This is an optimization exercise on Yosys and OpenROAD, whose aim is small area, a short achievable clock period and few clock cycles per item, not a production implementation.
The RTL was checked by simulation tests, not by an equivalence proof against the original design.

**flow/config.mk**
```make
export PLATFORM = sky130hd
export DESIGN_NAME = sw
export DESIGN_NICKNAME = sw
export VERILOG_FILES = /design/flow/design.v
export SDC_FILE = /design/flow/constraint.sdc
export NUM_CORES = 4
export LEC_CHECK = 0
export CAP_MARGIN = 20
export CORE_MARGIN = 2
export CORE_UTILIZATION = 40
export SLEW_MARGIN = 20
```
**flow/constraint.sdc**
```tcl
create_clock -name core_clock -period 11.0 [get_ports {clk}]
set_input_delay 2.2000 -clock core_clock [delete_from_list [all_inputs] [get_ports {clk}]]
set_output_delay 2.2000 -clock core_clock [all_outputs]
set_load 0.01 [all_outputs]
```
**flow/design.v**
```verilog
module max2 #(parameter W = 9) (in0, in1, out);
  input  [W-1:0] in0, in1;
  output [W-1:0] out;
  assign out = (in0 >= in1) ? in0 : in1;
endmodule
module PE #(parameter J = 1) (
  input        clk,
  input        load,       
  input  [1:0] t_in,       
  input  [1:0] s_port,     
  input  [8:0] v_in,       
  input  [8:0] e_in,       
  input  [8:0] r_in,       
  output [8:0] v_out,
  output [8:0] e_out,
  output [8:0] r_out,
  output [8:0] v_comb      
);
  localparam W  = (J <= 1) ? 4 : (J <= 3) ? 5 : (J <= 7) ? 6 : (J <= 15) ? 7 : (J <= 31) ? 8 : 9;
  localparam WI = (J <= 2) ? 4 : (J <= 4) ? 5 : (J <= 8) ? 6 : (J <= 16) ? 7 : (J <= 32) ? 8 : 9;
  reg  [1:0]    s;
  reg  [W-1:0]  d, f, eo, vo;
  reg  [WI-1:0] ro;
  wire [W-1:0]  vi = (J == 1) ? {W{1'b0}} : v_in[W-1:0];
  wire [W-1:0]  e  = (J == 1) ? {W{1'b0}} : e_in[W-1:0];
  wire [WI-1:0] ri = (J == 1) ? {WI{1'b0}} : r_in[WI-1:0];
  wire [WI-1:0] vr = (J == 1) ? {WI{1'b0}} : v_in[WI-1:0];
  wire          m  = (t_in == s);
  wire [W-1:0]  dn = m ? vi + 4'd8 : ((vi > 3'd5) ? vi - 3'd5 : {W{1'b0}});
  wire [W-1:0]  h, v, de, e3, h7, f3, de7, en, fn;
  max2 #(W) mx_h (.in0(d),  .in1(f),  .out(h));
  max2 #(W) mx_v (.in0(h),  .in1(e),  .out(v));
  max2 #(W) mx_de(.in0(d),  .in1(e),  .out(de));
  assign e3  = (e  > 3'd3) ? e  - 3'd3 : {W{1'b0}};
  assign h7  = (h  > 3'd7) ? h  - 3'd7 : {W{1'b0}};
  assign f3  = (f  > 3'd3) ? f  - 3'd3 : {W{1'b0}};
  assign de7 = (de > 3'd7) ? de - 3'd7 : {W{1'b0}};
  max2 #(W) mx_e (.in0(e3), .in1(h7), .out(en));
  max2 #(W) mx_f (.in0(f3), .in1(de7), .out(fn));
  wire [WI-1:0] rn;
  max2 #(WI) mx_r (.in0(ri), .in1(vr), .out(rn));
  always @(posedge clk) begin
    if (load) begin
      s <= s_port;
      d <= (t_in == s_port) ? 4'd8 : 4'd0;
      f <= {W{1'b0}};
    end else begin
      d <= dn;
      f <= fn;
    end
    eo <= en;
    vo <= v;
    ro <= rn;
  end
  assign v_out  = vo;
  assign e_out  = eo;
  assign r_out  = ro;
  assign v_comb = v;
endmodule
module PE_array #(parameter N = 32) (
  input        clk,
  input        rst,
  input        valid,       
  input  [1:0] data_s,
  input  [1:0] data_t,
  output       act_last,    
  output       done_last,   
  output [8:0] r_last,      
  output [8:0] vin_last,    
  output [8:0] v_last       
);
  reg  [N:1] vr;
  wire [N:0] vr_w = {vr, valid};
  reg  [1:0] tp [1:N-1];
  wire [1:0] tw [0:N-1];
  wire [8:0] vw [0:N];
  wire [8:0] ew [0:N];
  wire [8:0] rw [0:N];
  wire [8:0] vc [1:N];
  assign tw[0] = data_t;
  assign vw[0] = 9'd0;
  assign ew[0] = 9'd0;
  assign rw[0] = 9'd0;
  always @(posedge clk or posedge rst) begin
    if (rst) vr <= {N{1'b0}};
    else     vr <= vr_w[N-1:0];
  end
  genvar j;
  generate
    for (j = 1; j <= N-1; j = j + 1) begin : tpipe
      always @(posedge clk) tp[j] <= tw[j-1];
      assign tw[j] = tp[j];
    end
    for (j = 1; j <= N; j = j + 1) begin : pe
      PE #(.J(j)) u (
        .clk(clk),
        .load(vr_w[j-1] & ~vr_w[j]),
        .t_in(tw[j-1]),
        .s_port(data_s),
        .v_in(vw[j-1]), .e_in(ew[j-1]), .r_in(rw[j-1]),
        .v_out(vw[j]), .e_out(ew[j]), .r_out(rw[j]),
        .v_comb(vc[j])
      );
    end
  endgenerate
  assign act_last  = vr[N];
  assign done_last = vr[N] & ~vr[N-1];
  assign r_last    = rw[N-1];
  assign vin_last  = vw[N-1];
  assign v_last    = vc[N];
endmodule
module sw(
    clk,
    reset,
    valid,
    data_s,
    data_t,
    finish,
    max
);
input  clk;
input  reset;
input  valid;
input  [1:0] data_t, data_s;
output finish;
output [11:0] max;
parameter PE_LENGTH = 32;
wire       act_last, done_last;
wire [8:0] r_last, vin_last, v_last;
PE_array #(.N(PE_LENGTH)) pe_array(
    .clk(clk),
    .rst(reset),
    .valid(valid),
    .data_s(data_s),
    .data_t(data_t),
    .act_last(act_last),
    .done_last(done_last),
    .r_last(r_last),
    .vin_last(vin_last),
    .v_last(v_last)
);
reg  [8:0] best;
reg        fin;
wire [8:0] m0, m1, m2;
max2 #(9) mx0 (.in0(r_last), .in1(vin_last), .out(m0));
max2 #(9) mx1 (.in0(m0),     .in1(best),     .out(m1));
max2 #(9) mx2 (.in0(m1),     .in1(v_last),   .out(m2));
always @(posedge clk or posedge reset) begin
    if (reset) begin
        best <= 9'd0;
        fin  <= 1'b0;
    end else begin
        if (act_last) best <= m2;
        if (done_last) fin <= 1'b1;
    end
end
assign finish = fin;
assign max    = {3'd0, best};
endmodule
```
**flow/run.sh**
```bash
#!/bin/bash
# synth_recipe.tcl (not shown) runs the flow's synth.tcl, then flattens the netlist and writes it again
# the make line also repeats each setting of config.mk as NAME=value (left out here)
make -C /OpenROAD-flow-scripts/flow DESIGN_CONFIG=/design/flow/config.mk WORK_HOME=/design/flow/orfs CLKGATE_MAP_FILE= SYNTH_SCRIPT=/design/flow/synth_recipe.tcl finish
```
==> run summary <==
-- per-stage QoR --
step	setup slack [ns]	hold slack, ns	utilization (%)	instances
after floorplan	5.52	0.359	-	12500
after global placement	4.96	0.379	41.6	15600
after detailed placement	4.96	0.377	41.6	15600
after CTS	4.90	0.391	43.8	15900
after global routing	4.42	0.405	43.8	15900
final	4.88	0.386	43.8	15900
-- state kept, by name, indices dropped and copies added (netlist names) --
name,count
pe_array.pe.u.s,64
pe_array.pe.u.f,231
pe_array.pe.u.ro,214
pe_array.pe.u.vo,222
pe_array.pe.u.eo,222
fin,1
best,9
pe_array.vr,32
pe_array.pe.u.d,228
pe_array.tp,62
-- layer usage --
metal  global-route usage (%)  share of wire [%]
met5                        0                  0
met4                     4.83                2.2
met3                     2.23                3.6
met2                     31.8                 46
met1                     26.0                 49
-- cells by family (layout without fill, tap and decap cells) --
group / after synthesis / after routing / share of synthesized area, %
other: 1 / 8 / 0.00363
and+or+nand+nor: 3884 / 3884 / 18.0
adders and majority gates: 1600 / 1600 / 19.4
xor gates and xnor gates: 542 / 542 / 4.59
muxes: 927 / 927 / 9.64
buffers and inverters: 1298 / 1311 / 4.82
DFF: 1285 / 1285 / 25.7
AOI/OAI and AO/OA: 2912 / 2912 / 17.8
-- layout make-up --
cell class                 count  share of cell area [%]
sequential                  1285                    23.6
clock inverter                77                    1.11
clock buffer                 218                    4.03
timing repair buffer          63                   0.451
tap                         3384                    3.76
inverter                     953                    3.18
multi-input combinational   9870                    63.9
antenna                        3                 0.00666
-- worst paths after layout --
kind,startpoint,to,slack (ns),depth (start not counted)
hold / removal,pe_array.vr[5],pe_array.vr[6],0.39,0
setup reg to reg,pe_array.pe[32].u.f[4],best[0],4.88,23
min in group asynchronous,reset,pe_array.vr[22],1.75,2
hold reg to reg,pe_array.vr[5],pe_array.vr[6],0.39,0
setup / recovery,pe_array.pe[32].u.f[4],best[0],4.88,23
max in group asynchronous,reset,pe_array.vr[5],8.31,3
-- synth_stat cells, types with 288 or more instances --
master and instances:
clkbuf_1 288, nand3_1 353, a21o_1 355, mux2_2 531, nor3_1 393, dfxtp_1 1179, nand2_1 999, o21ai_0 762
xnor2_1 363, inv_1 938, a21oi_1 781, nand2b_1 334, ha_1 1600, mux2i_1 393, nor2_1 964
==> impl_results.rst <==
.. list-table::
   :header-rows: 1

   * - Metric
     - Value
   * - Number of antenna violations at the first check in global routing
     - 1
   * - First-pass GRT wire length
     - 427 mm
   * - Hold violation count in the final report
     - 0
   * - Max incr delay on CP
     - 0.57 ns
   * - RSZ-0062 raised after global routing
     - false
   * - Startpoint type of the worst setup path
     - flop
   * - CTS tree
     - yes
   * - CP arrival
     - 6.89 ns
   * - Count of cells resized by post-cts repair
     - 0
   * - Count of routing violations after the opening detailed-route iteration
     - 4,934
   * - Share of synthesized registers carrying an async set or reset
     - 3.27%
   * - Area grow syn2layout
     - 8.96%
   * - Hold buffers post-CTS
     - 0
   * - Most frequent cell on the critical path
     - a21o_1
   * - # DRC
     - 0
   * - Top FF cell, synth
     - dfxtp_1
   * - Maximum number of pins on one net before global-route repair
     - 36
   * - Slew at the pin with the worst max-slew slack
     - 1.00 ns
   * - Clock buffers created by TritonCTS
     - 159
   * - Top area cells in the synthesized netlist
     - dfxtp_1 23%, ha_1 19%, mux2_2 5.8%
   * - GRT Util Overall
     - 19.1%
   * - Leftover overflow at the end of global routing
     - 0
   * - Rows
     - 186
   * - Kind of end point of the critical path
     - flop
   * - Synth Register Bits
     - 1,285
   * - Highest-count cells in the layout ignoring fill and taps
     - 1,600 x ha_1, 1,179 x dfxtp_1, 999 x nand2_1, 964 x nor2_1, 937 x inv_1
   * - Gate count of the mapped netlist
     - 12.4k
   * - Share of synthesized area occupied by flip-flops and latches
     - 25.7%
   * - Total number of clock tree sinks
     - 1,285
   * - Status
     - complete, no violations
   * - Library cell contributing the largest single delay on the critical path
     - nor2_1
   * - Family with the most delay on the worst path
     - compound AO/OA/AOI/OAI gates
   * - Hold Crit Class
     - flop to flop
   * - Share of the synthesized area in the top cell type
     - 22.8%
   * - I/O pin count
     - 20
   * - DP HPWL
     - 198 mm
   * - Overall die height
     - 512 um
   * - Achievable frequency
     - 163 MHz
   * - Register clock-pin slew on the reported worst setup and hold paths
     - 0.06 ns
   * - Number of port buffers
     - 16
   * - Die Span X
     - 512 um
   * - Drt via density
     - 5.42
   * - Layout Cell Area excl Fill
     - 0.113 mm2
   * - Netlist Area Pre-Place
     - 0.103 mm2
   * - Final wirelength
     - 256 mm
   * - Area used by multi-input combinational logic
     - 0.0720 mm2
   * - Final sum of negative setup slack
     - 0 ns
   * - Final clock period utilization by the worst path
     - 55.6%
   * - Share of final-layout standard cells stronger than drive strength 1
     - 8.54%
   * - Post CTS Setup Buffer Count
     - 0
   * - Number of max-slew violations in the final report
     - 0
   * - Netlist cell types
     - 107
   * - Number of flops mapped to enable cells by yosys
     - 64
   * - Relative max-transition margin
     - 32.4%
   * - Root buffer cell
     - clkbuf_16
   * - Number of violations of the max-capacitance limit
     - 0
   * - Req. time, crit path
     - 11.77 ns
   * - Top cell type by total area after synthesis
     - dfxtp_1
   * - Number of warnings issued by yosys
     - 36
   * - Clock insertion delay at the later pin of the skew report
     - 0.84 ns
   * - Critical Path, Cell by Cell
     - inv_1 > ha_1 > and4_1 > a2111oi_2 > o21ai_1 > a21oi_2 > mux2i_1 > ha_1 > nand2b_1 > a21o_1 > a21o_1 > a21o_1 > a31oi_1 > o211a_2 > mux2i_1 > ha_1 > nand2b_1 > a21o_1 > a21o_1 > a21oi_1 > o31ai_1 > nor2_1 > a221o_1
   * - Die area
     - 0.263 mm2
   * - H-tree level count
     - 4
   * - Average instance area after synthesis
     - 8.31 um2
   * - Core region area
     - 0.257 mm2
   * - Setup clock skew after layout
     - 0.0392 ns
   * - Drt first pass iters
     - 8
   * - Starting utilization of the core area
     - 40.2%
   * - Sequential standard cell area
     - 0.0266 mm2
   * - Critical path type
     - flop to flop
   * - Leading cell type in the layout, fill and taps excluded
     - ha_1
   * - CP Max Fanout
     - 15
   * - Routed length per placed instance
     - 16.1 um
   * - Placement Cell Area
     - 0.107 mm2
   * - Post-layout net count
     - 13.9k
   * - Final critical-path required period
     - 6.12 ns
   * - Via count of the first global-routing pass
     - 82.6k
   * - Buf+Inv Stages, Crit Path
     - 1
   * - Post-DRT Antenna Nets
     - 0
   * - Maximum buffer depth of the clock tree
     - 3
   * - Final GP Congestion
     - 0.883
   * - Number of filler instances in the final layout
     - 25.6k
   * - Via Count
     - 85.9k
   * - Final number of setup-violating endpoints
     - 0
Testbench counts, summed over its fixed seeds: cycles 24,576, jobs 384.

==> separate check: timing with driven ports <==
In the flow no input, the clock included, has a driving cell. The finished layout below was timed again as built, in two steps.
Step 1 sets driving cells, clkbuf_16 on the clock port and buf_2 on the other inputs (assumed; they add their load-dependent delay and slew).
Step 2, shift: input delay + t, output delay - t, t = (earliest + latest rising clock arrival at the registers) / 2. This alone moves slack from input paths to output paths.
a / b / c = ideal / step 1 / step 2; a / b = the first two.
shift t [ns]: 0.913
setup slack, ns: 4.883 / 4.883 / 4.883
worst hold slack (ns): 0.386 / 0.386 / 0.386
worst setup path after step 2: register to register
clock arrival spread, ns: 0.046 / 0.046
After both steps setup and hold are still met in this run. The setup slack of this run moves by 0.000 ns with the drivers and by 0.000 ns with both steps.
